Context: an optimization exercise on an open-source flow, tuned for a short achievable clock period and few clock cycles. The choices shown serve that exercise and are no tape-out recipe. The RTL was checked by simulation tests, not by an equivalence proof against the original design. Power figures rest on the tool's default switching activity, not on a simulated workload.

==> run a <==
==> flow/design.v (excerpt) <==
module TinyMIPS(clk, rst, data_fromRAM, wrEn, addr_toRAM, data_toRAM);
	input clk, rst;
	output reg wrEn;
	input [15:0] data_fromRAM;
	output reg [15:0] data_toRAM;
	output reg [7:0] addr_toRAM;
	reg [15:0] RF [7:0];
	reg [7:0] ar;            
	reg       afetch;        
	reg       wr;            
	reg [15:0] dr;           
	reg [7:0] pcf;           
	reg [7:0] fr;            
	reg       cfetch;        
	reg       csel;          
	reg       pf;            
	reg [15:0] cdat;
	reg [15:0] cd [0:15];
	reg [3:0] ctg [0:15];
	reg [15:0] cvl;
	reg       fv, f_btb;
	reg [7:0] fpc;
	reg [1:0] qn;
	reg [15:0] q0i, q1i;
	reg [7:0] q0p, q1p;
	reg       q0t, q1t, q0b, q1b;
	reg       ev, e_ann;
	reg       e_alu, e_mul, e_ld, e_st, e_sh, e_beq, e_blt, e_bgt, e_pred, e_btb, e_off1, e_off2;
	reg [2:0] ed;
	reg [15:0] eA, eB, eC;
	reg [1:0] cA, cB, cC;    
	reg [1:0] tA, tB, tC;    
	reg       sAr, sAm, sAl, sBr, sBm, sBl, sCr, sCm, sCl;   
	reg       sAe, sBe, sCe;                                 
	reg [7:0] e_pc;
	reg [5:0] e_imm;
	reg       skip_pend;
	reg       misp_r;            
	reg [7:0] redir_r, redir1_r;
	reg       rv, mv, lv;
	reg [2:0] rd_, md, ldd;
	reg [15:0] res_r, mres_r, ld_r;
	reg       memv, wbv;
	reg [2:0] memd, wbd;
	reg       m2v, m3v;
	reg [2:0] m2d, m3d;
	reg [7:0] smc_pc, smc_pc1;
	reg [3:0] bv;
	reg [7:0] bpc0, bpc1, bpc2, bpc3, btg0, btg1, btg2, btg3, btp0, btp1, btp2, btp3;
	reg [1:0] bptr;
	reg       bi_r, bd_r;
	reg [7:0] bi_pc, bi_tg, bi_tp;
	always @* begin
		addr_toRAM = ar;
		wrEn = wr;
		data_toRAM = dr;
	end
	wire [15:0] opA = ({16{sAr}} & res_r) | ({16{sAm}} & mres_r) | ({16{sAl}} & ld_r) | ({16{sAe}} & eA);
	wire [15:0] opB = ({16{sBr}} & res_r) | ({16{sBm}} & mres_r) | ({16{sBl}} & ld_r) | ({16{sBe}} & eB);
	wire [15:0] opC = ({16{sCr}} & res_r) | ({16{sCm}} & mres_r) | ({16{sCl}} & ld_r) | ({16{sCe}} & eC);
	reg e_wait;
  ...
export LEC_CHECK = 0
export CAP_MARGIN = 20
export CORE_MARGIN = 2
export CORE_UTILIZATION = 40
export SETUP_SLACK_MARGIN = 4.3
export SLEW_MARGIN = 20
create_clock -name core_clock -period 7.0 [get_ports {clk}]
run.sh (not shown) runs the stock make flow with config.mk's settings and CLKGATE_MAP_FILE= SYNTH_SCRIPT=/design/flow/synth_recipe.tcl, a recipe that flattens the netlist after the stock synthesis.
==> run b (differences from run a) <==
--- a/flow/design.v
+++ b/flow/design.v
@@ -32,17 +32,17 @@
 	reg [1:0] cA, cB, cC;    
 	reg [1:0] tA, tB, tC;    
 	reg       sAr, sAm, sAl, sBr, sBm, sBl, sCr, sCm, sCl;   
 	reg       sAe, sBe, sCe;                                 
 	reg [7:0] e_pc;
 	reg [5:0] e_imm;
 	reg       skip_pend;
 	reg       misp_r;            
-	reg [7:0] redir_r, redir1_r;
+	reg [7:0] redir_r, redir1_r, redir2_r;
 	reg       rv, mv, lv;
 	reg [2:0] rd_, md, ldd;
 	reg [15:0] res_r, mres_r, ld_r;
 	reg       memv, wbv;
 	reg [2:0] memd, wbd;
 	reg       m2v, m3v;
 	reg [2:0] m2d, m3d;
 	reg [7:0] smc_pc, smc_pc1;
@@ -68,24 +68,24 @@
 	wire sh_zero = (|opC[15:6]) | opC[4];
 	wire [15:0] sh = sh_zero ? 16'd0 : (opC[5] ? (opB << opC[3:0]) : (opB >> opC[3:0]));
 	wire [15:0] alu = e_sh ? sh : sum;
 	wire ex_alu = ex_go & e_alu;
 	wire ex_st = ex_go & e_st & ~ex_hold;
 	wire ex_ld = ex_go & e_ld;
 	wire ex_mem = ex_st | ex_ld;
 	wire [7:0] sa = sum[7:0];
-	wire c_gt, c_lt, c_eq;
-	TinyMIPS_cmp16 u_cmp (.a(opA), .b(opB), .gt(c_gt), .lt(c_lt), .eq(c_eq));
-	wire tk = (e_beq & c_eq) | (e_blt & c_lt) | (e_bgt & c_gt);
+	wire tk = (e_beq & (opA == opB)) | (e_blt & (opA < opB)) | (e_bgt & (opA > opB));
 	wire e_br = e_beq | e_blt | e_bgt;
 	wire [7:0] e_pc1 = e_pc + 8'd1;
 	wire [7:0] e_pc2 = e_pc + 8'd2;
 	wire [7:0] e_tgt = e_pc + {{2{e_imm[5]}}, e_imm};
 	wire [7:0] e_tgt1 = e_pc + {{2{e_imm[5]}}, e_imm} + 8'd1;
+	wire [7:0] e_tgt2 = e_pc + {{2{e_imm[5]}}, e_imm} + 8'd2;
+	wire [7:0] e_pc3 = e_pc + 8'd3;
 	wire taken = tk & ~e_off1 & ~(e_off2 & ~e_pred);
 	wire skip_now = ex_go & e_br & tk & e_off2 & ~e_pred;
 	wire misp = (ex_go & (e_br ? (taken != e_pred) : e_pred)) | (ev & e_ann & e_pred & ~smc & ~misp_r);
 	reg [15:0] mr0, mr1, mr2, mr3, mr4, mr5, mz0r, mz1r;
 	wire mw1 = eB[0] & eC[0];
 	wire mw2 = eB[1] & eC[0];
 	wire mw3 = eB[0] & eC[1];
 	wire mw4 = eB[2] & eC[0];
@@ -461,97 +461,88 @@
 	wire [3:0] op = di[15:12];
 	wire [2:0] sA = di[11:9], sB = di[8:6], sC = di[5:3];
 	wire is_add = op == 4'd0, is_addi = op == 4'd1, is_mul = op == 4'd2, is_srl = op == 4'd3;
 	wire is_ld = op == 4'd4, is_st = op == 4'd5, is_cp = op == 4'd6, is_cpi = op == 4'd7;
 	wire is_beq = op == 4'd8, is_blt = op == 4'd9, is_bgt = op == 4'd10;
 	wire useA = is_st | is_beq | is_blt | is_bgt;
 	wire useB = ~is_cpi & (op <= 4'd10);
 	wire useC = is_add | is_mul | is_srl;
+	wire [15:0] rA = (rv && rd_ == sA) ? res_r : (mv && md == sA) ? mres_r : (lv && ldd == sA) ? ld_r : RF[sA];
+	wire [15:0] rB = (rv && rd_ == sB) ? res_r : (mv && md == sB) ? mres_r : (lv && ldd == sB) ? ld_r : RF[sB];
+	wire [15:0] rC = (rv && rd_ == sC) ? res_r : (mv && md == sC) ? mres_r : (lv && ldd == sC) ? ld_r : RF[sC];
 	wire exw = evx & (e_alu | e_mul | e_ld);
 	wire memw = memv & ~(ex_alu & (ed == memd));
-	wire [15:0] RFv [0:7];
-	wire [3:0] fwv [0:7];
-	genvar gr;
-	generate for (gr = 0; gr < 8; gr = gr + 1) begin : rfv
-		assign RFv[gr] = (rv && rd_ == gr) ? res_r : (mv && md == gr) ? mres_r : (lv && ldd == gr) ? ld_r : RF[gr];
-		assign fwv[gr] = (exw && ed == gr) ? (e_alu ? 4'b0100 : e_mul ? 4'b1101 : 4'b1110) :
-		                 (m2v && m2d == gr) ? 4'b1001 : (memw && memd == gr) ? 4'b1010 :
-		                 (m3v && m3d == gr) ? 4'b0101 : (wbv && wbd == gr) ? 4'b0110 : 4'b0000;
-	end endgenerate
-	wire [2:0] qA = q0i[11:9], qB = q0i[8:6], qC = q0i[5:3];
-	wire [2:0] fA = fdat[11:9], fB = fdat[8:6], fC = fdat[5:3];
-	wire qsel = qn != 2'd0;
-	wire [15:0] rA = qsel ? RFv[qA] : RFv[fA];
-	wire [15:0] rB = qsel ? RFv[qB] : RFv[fB];
-	wire [15:0] rC = qsel ? RFv[qC] : RFv[fC];
-	wire [3:0] fwA = qsel ? fwv[qA] : fwv[fA];
-	wire [3:0] fwB = qsel ? fwv[qB] : fwv[fB];
-	wire [3:0] fwC = qsel ? fwv[qC] : fwv[fC];
+	wire [3:0] fwA = (exw && ed == sA) ? (e_alu ? 4'b0100 : e_mul ? 4'b1101 : 4'b1110) :
+	                 (m2v && m2d == sA) ? 4'b1001 : (memw && memd == sA) ? 4'b1010 :
+	                 (m3v && m3d == sA) ? 4'b0101 : (wbv && wbd == sA) ? 4'b0110 : 4'b0000;
+	wire [3:0] fwB = (exw && ed == sB) ? (e_alu ? 4'b0100 : e_mul ? 4'b1101 : 4'b1110) :
+	                 (m2v && m2d == sB) ? 4'b1001 : (memw && memd == sB) ? 4'b1010 :
+	                 (m3v && m3d == sB) ? 4'b0101 : (wbv && wbd == sB) ? 4'b0110 : 4'b0000;
+	wire [3:0] fwC = (exw && ed == sC) ? (e_alu ? 4'b0100 : e_mul ? 4'b1101 : 4'b1110) :
+	                 (m2v && m2d == sC) ? 4'b1001 : (memw && memd == sC) ? 4'b1010 :
+	                 (m3v && m3d == sC) ? 4'b0101 : (wbv && wbd == sC) ? 4'b0110 : 4'b0000;
 	wire smc = wr & ((ev & (e_pc == ar)) | ((qn != 2'd0) & (q0p == ar)) | ((qn == 2'd2) & (q1p == ar)) |
 	                 (fv & (fpc == ar)));
 	wire flush = misp_r | smc;
 	wire ex_free = ~(evx & (e_wait | ex_hold));
 	wire cons = d_valid & ex_free;
 	wire pred_redir = f_stat & ~flush;
 	wire fv_nf = anyf & ~f_stat & ~cmiss;
 	wire [1:0] qn_nf = qn + {1'b0, fv} - {1'b0, cons};
 	wire room = (qn_nf == 2'd0) | ((qn_nf == 2'd1) & ~fv_nf);
 	wire fetch = ~ex_mem & room;
 	wire fill = pf & ~csel;
 	wire cfet = ex_mem & room & ~f_stat;
-	wire [7:0] redir = smc ? smc_pc : redir_r;
-	wire [7:0] redir1 = smc ? smc_pc1 : redir1_r;
+	wire credir = misp_r & ~smc & cvl[redir_r[3:0]] & (ctg[redir_r[3:0]] == redir_r[7:4]);
+	wire [7:0] redir = smc ? smc_pc : credir ? redir1_r : redir_r;
+	wire [7:0] redir1 = smc ? smc_pc1 : credir ? redir2_r : redir1_r;
 	wire [7:0] fa_n = f_stat ? f_tgt : cmiss ? fr : (bhit ? bt : pcf);
 	wire [7:0] fa1_n = f_stat ? f_tgt1 : cmiss ? fr + 8'd1 : (bhit ? bt1 : pcf + 8'd1);
 	wire b_ins = ex_go & e_br & taken & ~e_btb;
 	wire b_del = ex_go & e_br & ~taken & e_btb;
 	always @(posedge clk) begin
-		RF[0] <= RFv[0];
-		RF[1] <= RFv[1];
-		RF[2] <= RFv[2];
-		RF[3] <= RFv[3];
-		RF[4] <= RFv[4];
-		RF[5] <= RFv[5];
-		RF[6] <= RFv[6];
-		RF[7] <= RFv[7];
+		if (lv) RF[ldd] <= ld_r;
+		if (mv) RF[md] <= mres_r;
+		if (rv) RF[rd_] <= res_r;
 		res_r <= alu;
 		rd_ <= ed;
 		mres_r <= mres;
 		md <= m3d;
 		ld_r <= data_fromRAM;
 		ldd <= wbd;
-		fpc <= fr;
+		fpc <= credir ? redir_r : fr;
 		memd <= ed;
 		wbd <= memd;
 		m2d <= ed;
 		mr0 <= mq0;
 		mr1 <= mq1;
 		mr2 <= mq2;
 		mr3 <= mq3;
 		mr4 <= mq4;
 		mr5 <= mq5;
 		mz0r <= mz0;
 		mz1r <= mz1;
 		m3d <= m2d;
 		dr <= opA;
 		ar <= ex_mem ? sa : (flush ? redir : fa_n);
 		fr <= flush ? redir : fa_n;
-		cdat <= cd[fr[3:0]];
+		cdat <= cd[credir ? redir_r[3:0] : fr[3:0]];
 		if (fill) begin
 			cd[fpc[3:0]] <= data_fromRAM;
 			ctg[fpc[3:0]] <= fpc[7:4];
 		end
 		redir_r <= (taken & ~e_ann) ? e_tgt : e_pc1;
 		redir1_r <= (taken & ~e_ann) ? e_tgt1 : e_pc2;
+		redir2_r <= (taken & ~e_ann) ? e_tgt2 : e_pc3;
 		if (ex_st) begin
 			smc_pc <= e_pc1;
 			smc_pc1 <= e_pc2;
 		end
-		f_btb <= bhit;
+		f_btb <= bhit & ~credir;
 		bi_pc <= e_pc;
 		bi_tg <= e_tgt;
 		bi_tp <= e_tgt1;
 		if (qn == 2'd0 || (qn == 2'd1 && cons)) begin
 			q0i <= fdat; q0p <= fpc; q0t <= f_pred; q0b <= f_btb;
 		end
 		else if (qn == 2'd2 && cons) begin
 			q0i <= q1i; q0p <= q1p; q0t <= q1t; q0b <= q1b;
@@ -640,19 +631,19 @@
 			bd_r <= 1'b0;
 			skip_pend <= 1'b0;
 			misp_r <= 1'b0;
 		end
 		else begin
 			wr <= ex_st;
 			afetch <= flush | fetch;
 			cfetch <= ~flush & cfet;
-			csel <= cfetch;
+			csel <= cfetch | credir;
 			pf <= afetch;
-			fv <= ~flush & fv_nf;
+			fv <= credir | (~flush & fv_nf);
 			if (fill) cvl[fpc[3:0]] <= 1'b1;
 			if (wr) cvl[ar[3:0]] <= 1'b0;
 			qn <= flush ? 2'd0 : qn_nf;
 			pcf <= flush ? redir1 : ((fetch | cfet) ? fa1_n : fa_n);
 			if (ex_free | flush)
 				ev <= cons & ~flush;
 			misp_r <= misp & ~flush;
 			rv <= ex_alu;
@@ -715,35 +706,8 @@
 		if (i >= 8) begin : a4
 			assign g4[i] = g3[i] | (p3[i] & g3[i-8]);
 		end else begin : b4
 			assign g4[i] = g3[i];
 		end
 	end endgenerate
 	assign s = p0 ^ {g4[14:0], 1'b0};
 endmodule
-module TinyMIPS_cmp16(a, b, gt, lt, eq);
-	input [15:0] a, b;
-	output gt, lt, eq;
-	wire [15:0] g0 = a & ~b, l0 = ~a & b, e0 = ~(a ^ b);
-	wire [7:0] g1, l1, e1;
-	wire [3:0] g2, l2, e2;
-	wire [1:0] g3, l3, e3;
-	genvar i;
-	generate for (i = 0; i < 8; i = i + 1) begin : c1
-		assign g1[i] = g0[2*i+1] | (e0[2*i+1] & g0[2*i]);
-		assign l1[i] = l0[2*i+1] | (e0[2*i+1] & l0[2*i]);
-		assign e1[i] = e0[2*i+1] & e0[2*i];
-	end endgenerate
-	generate for (i = 0; i < 4; i = i + 1) begin : c2
-		assign g2[i] = g1[2*i+1] | (e1[2*i+1] & g1[2*i]);
-		assign l2[i] = l1[2*i+1] | (e1[2*i+1] & l1[2*i]);
-		assign e2[i] = e1[2*i+1] & e1[2*i];
-	end endgenerate
-	generate for (i = 0; i < 2; i = i + 1) begin : c3
-		assign g3[i] = g2[2*i+1] | (e2[2*i+1] & g2[2*i]);
-		assign l3[i] = l2[2*i+1] | (e2[2*i+1] & l2[2*i]);
-		assign e3[i] = e2[2*i+1] & e2[2*i];
-	end endgenerate
-	assign gt = g3[1] | (e3[1] & g3[0]);
-	assign lt = l3[1] | (e3[1] & l3[0]);
-	assign eq = e3[1] & e3[0];
-endmodule
==> run notes <==
Proportion of power drawn by the clock network: run b 0.199; run a 0.186
Ratio of routed vias to standard cells: run b 5.82; run a 6.56
Final design instance area without fill: run b 0.0681 sq mm; run a 0.0759 sq mm
Layout Nets: run b 5186; run a 6436
Result of the run: run b complete, no violations; run a complete, no violations
Sequential fraction of total cell area: run b 0.404; run a 0.344
Internal: run b 18.2 mW; run a 18.3 mW
Delay of the slowest cell on the worst path: run b 0.55 ns; run a 0.57 ns
Share of synthesized area spent on multiplexers: run b 0.116; run a 0.0944
Worst Max-Slew Pin Slew: run b 1.28 ns; run a 1.22 ns
Total area of sequential cells: run b 0.0275 sq mm; run a 0.0261 sq mm
Number of enable-type register cells in the synthesized netlist: run b 654; run a 526
Gate count after technology mapping: run b 4538; run a 5653
Tap cell count: run b 1742; run a 1890
Data buffer area share: run b 0.107; run a 0.118
Period Utilization, post-route: run b 0.524; run a 0.549
Floorplan die height: run b 366 um; run a 381 um
Most common cell after layout, fill and taps aside: run b sky130_fd_sc_hd__edfxtp_1; run a sky130_fd_sc_hd__buf_4
Avg Inst Size Synth: run b 11.6 sq um; run a 10.1 sq um
Antenna violations before repair: run b 3; run a 10
PnR Total Power: run b 29.8 mW; run a 33.5 mW
Routed len/inst: run b 25.3 um; run a 33.0 um
Clock transition at the registers of the reported paths: run b 0.07 ns; run a 0.06 ns
Testbench counts of run a, summed over its fixed seeds: cycles 42,685.
Testbench counts of run b, summed over its fixed seeds: cycles 42,078.

==> separate check: timing with driven ports <==
The flow's constraints put no driver on any port. The routed layouts listed below were extracted and timed again, unchanged, in two steps.
Step 1 sets driving cells, clkbuf_16 on the clock port and buf_2 on the other inputs (assumed; they add their load-dependent delay and slew).
Step 2, shift: input delay + t, output delay - t, t = (earliest + latest rising clock arrival at the registers) / 2. This alone moves slack from input paths to output paths.
Slacks: ideal ports / drivers / drivers and shift; pairs: ideal ports / drivers.
run | t (ns) | slack for setup (ns) | latest minus earliest clock arrival (ns) | slew at the worst register clock pin (ns)
run a | 0.833 | 3.154 / 3.154 / 2.463 | 0.041 / 0.041 | 0.07 / 0.07
run b | 0.825 | 3.329 / 3.329 / 2.742 | 0.096 / 0.096 | 0.07 / 0.07
After both steps setup and hold are still met in every run listed. For run a, which loses most, drivers alone change the setup slack by 0.000 ns; drivers and shift together by -0.691 ns.
